This is an optimization exercise on Yosys and OpenROAD, whose aim is small area, not a production implementation.
The RTL was checked by simulation tests, not by an equivalence proof against the original design.
No driver is modelled on the clock port, so clocking that relies on it looks cheaper here than on a real chip.

==> v18 <==
// FIR_low_pass_filter
module FIR_low_pass_filter(
	input clk,
	input rst,
	input [7:0]FIR_IN,
	output reg [16:0]FIR_OUT
);
reg [7:0] d0;
reg [7:0] d1;
reg [7:0] d2;
reg [7:0] d3;
reg [7:0] d4;
reg [7:0] d5;
reg [7:0] d6;
reg [7:0] d7;
reg [7:0] d8;
reg [7:0] d9;
always @(posedge clk or negedge rst)
	if (!rst) begin
		d0 <= 8'b0;
		d1 <= 8'b0;
		d2 <= 8'b0;
		d3 <= 8'b0;
		d4 <= 8'b0;
		d5 <= 8'b0;
		d6 <= 8'b0;
		d7 <= 8'b0;
		d8 <= 8'b0;
		d9 <= 8'b0;
	end else begin
		d0 <= FIR_IN;
		d1 <= d0;
		d2 <= d1;
		d3 <= d2;
		d4 <= d3;
		d5 <= d4;
		d6 <= d5;
		d7 <= d6;
		d8 <= d7;
		d9 <= d8;
	end
wire w1;
wire w2;
wire w4;
wire w5;
wire w7;
wire w9;
wire w11;
wire w13;
wire w15;
wire w17;
wire w19;
wire w20;
wire w22;
wire w24;
wire w26;
wire w28;
wire w30;
wire w32;
wire w34;
wire w35;
wire w37;
wire w39;
wire w41;
wire w43;
wire w45;
wire w47;
wire w49;
wire w50;
wire w52;
wire w54;
wire w56;
wire w58;
wire w59;
wire w61;
wire w62;
wire w64;
wire w65;
wire w67;
wire w68;
wire w70;
wire w71;
wire w73;
wire w74;
wire w76;
wire w78;
wire w80;
wire w82;
wire w84;
wire w86;
wire w88;
wire w89;
wire w91;
wire w93;
wire w95;
wire w97;
wire w98;
wire w100;
wire w101;
wire w103;
wire w104;
wire w106;
wire w107;
wire w109;
wire w111;
wire w113;
wire w115;
wire w117;
wire w119;
wire w121;
wire w122;
wire w124;
wire w126;
wire w128;
wire w130;
wire w132;
wire w134;
wire w136;
wire w137;
wire w139;
wire w141;
wire w143;
wire w145;
wire w146;
wire w148;
wire w149;
wire w151;
wire w153;
wire w155;
wire w157;
wire w159;
wire w161;
wire w163;
wire w164;
wire w166;
wire w168;
wire w170;
wire w172;
wire w174;
wire w176;
wire w178;
wire w179;
wire w181;
wire w183;
wire w185;
wire w187;
wire w189;
wire w191;
wire w193;
wire w194;
wire w196;
wire w198;
wire w200;
wire w202;
wire w203;
wire w205;
wire w206;
wire w208;
wire w210;
wire w212;
wire w214;
wire w216;
wire w218;
wire w220;
wire w221;
wire w223;
wire w225;
wire w227;
wire w229;
wire w231;
wire w233;
wire w235;
wire w236;
wire w238;
wire w240;
wire w242;
wire w244;
wire w246;
wire w248;
wire w250;
wire w251;
wire w253;
wire w255;
wire w257;
wire w259;
  ...
clock: 7.0 ns
lec_check: 0
cap_margin: 20
core_margin: 2
core_utilization: 40
cts_buf_list: sky130_fd_sc_hd__clkbuf_8
slew_margin: 20
synth_hierarchical: 1
synth_minimum_keep_size: 0
run.sh (not shown) runs the stock make flow with config.mk's settings and CLKGATE_MAP_FILE= SYNTH_SCRIPT=/design/flow/synth_recipe.tcl, a recipe that flattens the netlist after the stock synthesis.
==> v38: changes against v18 <==
Settings changed: CORE_UTILIZATION 40 to 55, PLACE_DENSITY set to 0.65.
==> notes <==
Area after synthesis is the same in v18 and v38. Critical path depth is the same in v18 and v38. In v18 the global-route usage is lower than in v38, by 4.8 points. In sequential cell count, v18 and v38 do not differ.

==> inputs of run a <==
FIR_low_pass_filter, a different RTL version from the one above (not shown whole).
Settings: LEC_CHECK=0, CAP_MARGIN=20, CORE_MARGIN=2, CORE_UTILIZATION=40, CTS_BUF_LIST=sky130_fd_sc_hd__clkbuf_8, SETUP_SLACK_MARGIN=-0.25, SLEW_MARGIN=20, SYNTH_HIERARCHICAL=1, SYNTH_MINIMUM_KEEP_SIZE=0; clock period 7.0 ns.
standard.sh (not shown) runs the stock make flow with config.mk's settings and CLKGATE_MAP_FILE= SYNTH_SCRIPT=/design/flow/synth_recipe.tcl, a recipe that flattens the netlist after the stock synthesis.
==> flow/flow/run.sh <==
#!/bin/bash
# Own layout flow: the standard flow (standard.sh) with synthesis unchanged and
# two layout settings changed: the ports are buffered with sky130_fd_sc_hd__buf_1
# instead of the default buffer, and CTS inserts no dummy loads (clock buffers
# clkbuf_8 as in config.mk). Each step's full output goes to its own log file here.
set -euo pipefail
bash standard.sh synth > synth.log 2>&1
bash standard.sh \
  BUFFER_PORTS_ARGS="-buffer_cell sky130_fd_sc_hd__buf_1" \
  CTS_ARGS="-repair_clock_nets -dont_use_dummy_load -buf_list sky130_fd_sc_hd__clkbuf_8" \
  finish > layout.log 2>&1
==> run b: changes against run a <==
--- a/flow/flow/run.sh
+++ b/flow/flow/run.sh
@@ -8,4 +8,4 @@
 bash standard.sh \
   BUFFER_PORTS_ARGS="-buffer_cell sky130_fd_sc_hd__buf_1" \
-  CTS_ARGS="-repair_clock_nets -dont_use_dummy_load -buf_list sky130_fd_sc_hd__clkbuf_8" \
+  CTS_ARGS="-sink_clustering_enable -sink_clustering_size 30 -sink_clustering_max_diameter 100 -repair_clock_nets -dont_use_dummy_load -buf_list sky130_fd_sc_hd__clkbuf_16" \
   finish > layout.log 2>&1
==> run c: changes against run a <==
--- a/flow/flow/run.sh
+++ b/flow/flow/run.sh
@@ -8,4 +8,4 @@
 bash standard.sh \
   BUFFER_PORTS_ARGS="-buffer_cell sky130_fd_sc_hd__buf_1" \
-  CTS_ARGS="-repair_clock_nets -dont_use_dummy_load -buf_list sky130_fd_sc_hd__clkbuf_8" \
+  CTS_ARGS="-sink_clustering_enable -repair_clock_nets -dont_use_dummy_load -buf_list sky130_fd_sc_hd__clkbuf_8" \
   finish > layout.log 2>&1
==> flow_metrics.py <==
metrics = {
    "status": {
        "outcome": "complete, no violations",
    },
    "routing": {
        "routed_wl_microns": 8520,
        "dr_wl_met3_microns": 246,
    },
    "global_route": {
        "met1_usage": 0.186,
    },
    "worst_setup_path": {
        "rrSetupSlack_ns": 0.26,
    },
}
That was run a.
==> flow_metrics.py <==
metrics = {
    "worst_setup_path": {
        "path_class": "flop to flop",
        "cp_num_cells": 22,
        "rrSetupSlack_ns": 0.26,
        "cp_slowest_stage_delay_ns": 0.51,
    },
    "global_route": {
        "met1_usage": 0.187,
    },
    "layout": {
        "comb.multi_input.count": 244,
        "drive_gt1_frac": 0.0820,
    },
    "routing": {
        "routed_wl_microns": 8570,
        "dr_wl_met3_microns": 217,
    },
    "status": {
        "outcome": "complete, no violations",
    },
    "cts": {
        "cts.sinks": 98,
    },
    "sta": {
        "worst_pin_slew_ns": 0.701,
    },
    "placement": {
        "portBuffers": 26,
    },
}
That was run b.
==> flow_metrics.py <==
metrics = {
    "placement": {
        "routabilityCongestion": 0.785,
    },
    "global_route": {
        "met1_usage": 0.186,
    },
    "worst_setup_path": {
        "rrSetupSlack_ns": 0.26,
        "crit_buf_inv": 0,
    },
    "routing": {
        "routed_wl_microns": 8520,
        "dr_wl_met3_microns": 246,
    },
    "layout": {
        "drive_gt1_frac": 0.0820,
    },
    "flow_run": {
        "maxCapViolations": 0,
    },
    "status": {
        "outcome": "complete, no violations",
    },
    "cts": {
        "clock_path_buffers": 2,
    },
}
That was run c.

==> inputs of 06-28 <==
FIR_low_pass_filter with an RTL version that a note above also has.
export LEC_CHECK = 0
export CAP_MARGIN = 20
export CORE_MARGIN = 2
export CORE_UTILIZATION = 40
export CTS_BUF_LIST = sky130_fd_sc_hd__clkbuf_8
export SLEW_MARGIN = 20
export SYNTH_HIERARCHICAL = 1
export SYNTH_MINIMUM_KEEP_SIZE = 0
create_clock -name core_clock -period 7.0 [get_ports {clk}]
==> flow/flow/run.sh <==
#!/bin/bash
# Own layout flow: the standard flow with three changes after synthesis:
#  - ports are buffered with sky130_fd_sc_hd__buf_1 instead of the default buffer,
#  - CTS inserts no dummy loads (buffers still clkbuf_8 as in config.mk),
#  - logic cells that synthesis upsized start from drive strength 1 (downsize.tcl);
#    the usual repair steps upsize them again where timing needs it.
# Each step's full output goes to its own log file here.
set -euo pipefail
HERE=$(pwd)
bash standard.sh synth > synth.log 2>&1
bash standard.sh \
  BUFFER_PORTS_ARGS="-buffer_cell sky130_fd_sc_hd__buf_1" \
  CTS_ARGS="-sink_clustering_enable -repair_clock_nets -buf_list sky130_fd_sc_hd__clkbuf_8 -dont_use_dummy_load" \
  POST_FLOORPLAN_TCL="$HERE/flow/downsize.tcl" \
  finish > layout.log 2>&1
==> flow/flow/downsize.tcl <==
# Runs after floorplan (before placement): put every logic cell that synthesis
# upsized back to its smallest drive strength. Later repair steps upsize again
# wherever timing needs it. Registers are not touched.
set n 0
foreach inst [get_cells *] {
  set ref [get_property $inst ref_name]
  if { [regexp {^(sky130_fd_sc_hd__(?:a21oi|o21ai|xor2|xnor2|nand2|nor2|nor2b|nand2b|inv|ha|fa))_[2-9]$} $ref -> base] } {
    set small [get_lib_cells */${base}_1]
    if { [llength $small] > 0 } {
      replace_cell $inst [lindex $small 0]
      incr n
    }
  }
}
puts "downsize.tcl: $n cells set to drive strength 1"
==> 11-13: changes against 06-28 <==
==> flow/run.sh (new file) <==
#!/bin/bash
# synth_recipe.tcl (not shown) runs the flow's synth.tcl, then flattens the netlist and writes it again
# the make line also repeats each setting of config.mk as NAME=value (left out here)
make -C /OpenROAD-flow-scripts/flow DESIGN_CONFIG=/design/flow/config.mk WORK_HOME=/design/flow/orfs CLKGATE_MAP_FILE= SYNTH_SCRIPT=/design/flow/synth_recipe.tcl finish
--- a/flow/config.mk
+++ b/flow/config.mk
@@ -7,8 +7,9 @@
 export LEC_CHECK = 0
 export CAP_MARGIN = 20
 export CORE_MARGIN = 2
-export CORE_UTILIZATION = 40
+export CORE_UTILIZATION = 65
 export CTS_BUF_LIST = sky130_fd_sc_hd__clkbuf_8
+export PLACE_DENSITY = 0.75
 export SLEW_MARGIN = 20
 export SYNTH_HIERARCHICAL = 1
 export SYNTH_MINIMUM_KEEP_SIZE = 0
removed: flow/flow/run.sh
removed: flow/flow/downsize.tcl
removed: flow/standard.sh
==> qor summary <==
quantity	11-13	06-28
Result of the run	no timing/DRC/antenna violations	no timing/DRC/antenna violations
Routed WL	9060 µm	8890 µm
Die outline area	9100 µm²	14,500 µm²
Multi-input gate share of total cell area	49.5%	51.3%
Max FO, Critical Path	2	3
Tmin final	6.64 ns	6.61 ns
CP arrival	6.94 ns	6.87 ns
Post-layout util	74.0%	45.0%
WHS	0.357 ns	0.352 ns
R2r worst-path depth	21	25
Core outline area	8180 µm²	13,200 µm²
Pin count of the biggest net entering global routing	78	66
Slew at the pin closest to its max-slew limit	0.924 ns	0.770 ns
Number of placement rows	33	42
Minimum setup slack after placement	0.340 ns	0.335 ns
Overall die height	95.4 µm	121 µm
Slowest Stage Delay on Critical Path	0.55 ns	0.47 ns
Via count of the first global-routing pass	3,120	3,063
Data buffer area share	4.38%	1.83%
Fill count	575	1,216

==> run Y <==
Another version of the RTL of FIR_low_pass_filter (not shown whole).
export LEC_CHECK = 0
export CAP_MARGIN = 20
export CORE_MARGIN = 2
export CORE_UTILIZATION = 40
export CTS_BUF_LIST = sky130_fd_sc_hd__clkbuf_8
export SLEW_MARGIN = 20
export SYNTH_HIERARCHICAL = 1
export SYNTH_MINIMUM_KEEP_SIZE = 0
create_clock -name core_clock -period 7.0 [get_ports {clk}]
==> flow/flow/run.sh <==
#!/bin/bash
# Own layout flow: the standard flow (standard.sh) with synthesis unchanged and
# two layout settings changed: the ports are buffered with sky130_fd_sc_hd__buf_1
# instead of the default buffer, and CTS inserts no dummy loads (clock buffers
# clkbuf_8 as in config.mk). Each step's full output goes to its own log file here.
set -euo pipefail
bash standard.sh synth > synth.log 2>&1
bash standard.sh \
  BUFFER_PORTS_ARGS="-buffer_cell sky130_fd_sc_hd__buf_1" \
  CTS_ARGS="-sink_clustering_enable -repair_clock_nets -dont_use_dummy_load -buf_list sky130_fd_sc_hd__clkbuf_8" \
  finish > layout.log 2>&1
==> run P: changes against run Y <==
==> flow/flow/run.sh (replaced) <==
#!/bin/bash
set -euo pipefail
HERE=$(pwd)
bash standard.sh synth > synth.log 2>&1
bash standard.sh \
  BUFFER_PORTS_ARGS="-buffer_cell sky130_fd_sc_hd__buf_1" \
  PRE_CTS_TCL="$HERE/flow/pre_cts.tcl" \
  CTS_ARGS="-sink_clustering_enable -repair_clock_nets -dont_use_dummy_load -buf_list sky130_fd_sc_hd__clkbuf_8" \
  finish > layout.log 2>&1
==> flow/flow/pre_cts.tcl (new file) <==
set_max_fanout 49 [current_design]
==> run H: changes against run Y <==
- SETUP_SLACK_MARGIN: unset -> -0.25
==> run_results.csv <==
group,metric,value,unit
layout,multi_input_area_share,49.7,%
detailed_routing,wl_met2,4360,um
sta,finClkSkew,20.5,ps
layout,clk_share,2.09,%
run_status,status,"complete, no violations",
sta,timing.hold.ws,354,ps
worst_setup_path,worstPathCellList,"ha_1, fa_1, fa_1, fa_1, fa_1, a21oi_2, o21ai_1, xor2_1, ha_1, a21oi_2, o21ai_1, xor2_1, fa_1, fa_1, fa_1, ha_1, a21oi_2, o21ai_1, a21oi_2, o21ai_1, nand2_1, o21ai_1, xor2_1",
Source of the figures above: run P

==> run_results.csv <==
group,metric,value,unit
sta,timing.hold.ws,354,ps
worst_setup_path,worstPathCellList,"ha_1, fa_1, fa_1, fa_1, fa_1, xor2_1, ha_1, xor2_1, fa_1, fa_1, fa_1, fa_1, nand2_1, o21ai_1, a21oi_2, o21ai_1, a21oi_2, o21ai_1, nand2_1, o21ai_1, xor2_1",
layout,multi_input_area_share,49.8,%
run_status,status,"complete, no violations",
detailed_routing,wl_met2,4280,um
Source of the figures above: run H

==> run_results.csv <==
group,metric,value,unit
sta,timing.hold.ws,354,ps
layout,multi_input_area_share,50.2,%
run_status,status,"complete, no violations",
sta,finClkSkew,20.7,ps
Source of the figures above: run Y


==> 11-20 <==
Another version of the RTL of FIR_low_pass_filter (not shown whole).
Settings: LEC_CHECK=0, CAP_MARGIN=20, CORE_MARGIN=2, CORE_UTILIZATION=40, CTS_BUF_LIST=sky130_fd_sc_hd__clkbuf_8, SETUP_SLACK_MARGIN=-0.25, SLEW_MARGIN=20, SYNTH_HIERARCHICAL=1, SYNTH_MINIMUM_KEEP_SIZE=0; clock period 7.0 ns.
==> flow/flow/run.sh <==
#!/bin/bash
# Own layout flow: the standard flow (standard.sh) with synthesis unchanged and
# two layout settings changed: the ports are buffered with sky130_fd_sc_hd__buf_1
# instead of the default buffer, and CTS inserts no dummy loads (clock buffers
# clkbuf_8 as in config.mk). Each step's full output goes to its own log file here.
set -euo pipefail
bash standard.sh synth > synth.log 2>&1
bash standard.sh \
  BUFFER_PORTS_ARGS="-buffer_cell sky130_fd_sc_hd__buf_1" \
  CTS_ARGS="-sink_clustering_enable -repair_clock_nets -dont_use_dummy_load -buf_list sky130_fd_sc_hd__clkbuf_8" \
  finish > layout.log 2>&1
==> 03-09 (differences from 11-20) <==
--- a/flow/config.mk
+++ b/flow/config.mk
@@ -7,3 +7,3 @@
 export LEC_CHECK = 0
-export CAP_MARGIN = 20
+export CAP_MARGIN = 5
 export CORE_MARGIN = 2
@@ -12,3 +12,3 @@
 export SETUP_SLACK_MARGIN = -0.25
-export SLEW_MARGIN = 20
+export SLEW_MARGIN = 5
 export SYNTH_HIERARCHICAL = 1
==> comparison table <==
quantity                                                    03-09           11-20
Worst path setup slack after routing                     0.251 ns        0.251 ns
Category of the critical setup timing path                reg2reg         reg2reg
Met2 global-route usage                                     21.1%           21.1%
Largest net degree at the start of global routing              76              76
Status                                             finished clean  finished clean
Number of max-slew violations in the final report               0               0
Register-to-Register Setup Slack                          0.25 ns         0.25 ns
Clock Buffer Count                                              9               9
Total met2 wirelength after detailed routing              3820 um         3820 um
Maximum net fanout on the critical path                         3               3
Clock tree sinks                                               98              98
Final worst path period share                               96.4%           96.4%
Depth of the worst register-to-register path                   22              22
Inverters, non-clock                                            1               1

static timing again, ports no longer ideal:
Ports are ideal in the flow. The routed layouts listed here were re-timed in OpenROAD.
Step 1 assumes that a clkbuf_16 drives the clock port and a buf_2 every other input.
Step 2 adds t to the input delays and takes it off the output delays; t is the mean of the earliest and latest rising clock arrival at the registers after step 1. Input paths then give back, and output paths get back, about the clock's delay inside the block.
Slacks: ideal ports / drivers / drivers and shift; pairs: ideal ports / drivers.
run | shift t [ns] | setup WS [ns] | worst setup path at the end | worst slew at a driven data input, ns | cell pins on the clock port's net
v18 | 0.406 | 0.452 / 0.452 / 0.452 | register to register | 0.03 | 1
v38 | 0.404 | 0.479 / 0.479 / 0.479 | register to register | 0.03 | 1
run a | 0.394 | 0.259 / 0.259 / 0.259 | register to register | 0.03 | 1
run b | 0.372 | 0.263 / 0.263 / 0.263 | register to register | 0.03 | 1
run c | 0.394 | 0.259 / 0.259 / 0.259 | register to register | 0.03 | 1
06-28 | 0.397 | 0.386 / 0.386 / 0.386 | register to register | 0.03 | 1
11-13 | 0.396 | 0.358 / 0.358 / 0.358 | register to register | 0.03 | 1
run Y | 0.402 | 0.384 / 0.384 / 0.384 | register to register | 0.03 | 1
run P | 0.404 | 0.375 / 0.375 / 0.375 | register to register | 0.03 | 1
run H | 0.403 | 0.354 / 0.354 / 0.354 | register to register | 0.03 | 1
11-20 | 0.404 | 0.251 / 0.251 / 0.251 | register to register | 0.03 | 1
03-09 | 0.404 | 0.251 / 0.251 / 0.251 | register to register | 0.03 | 1
After both steps every run listed still meets setup and hold.
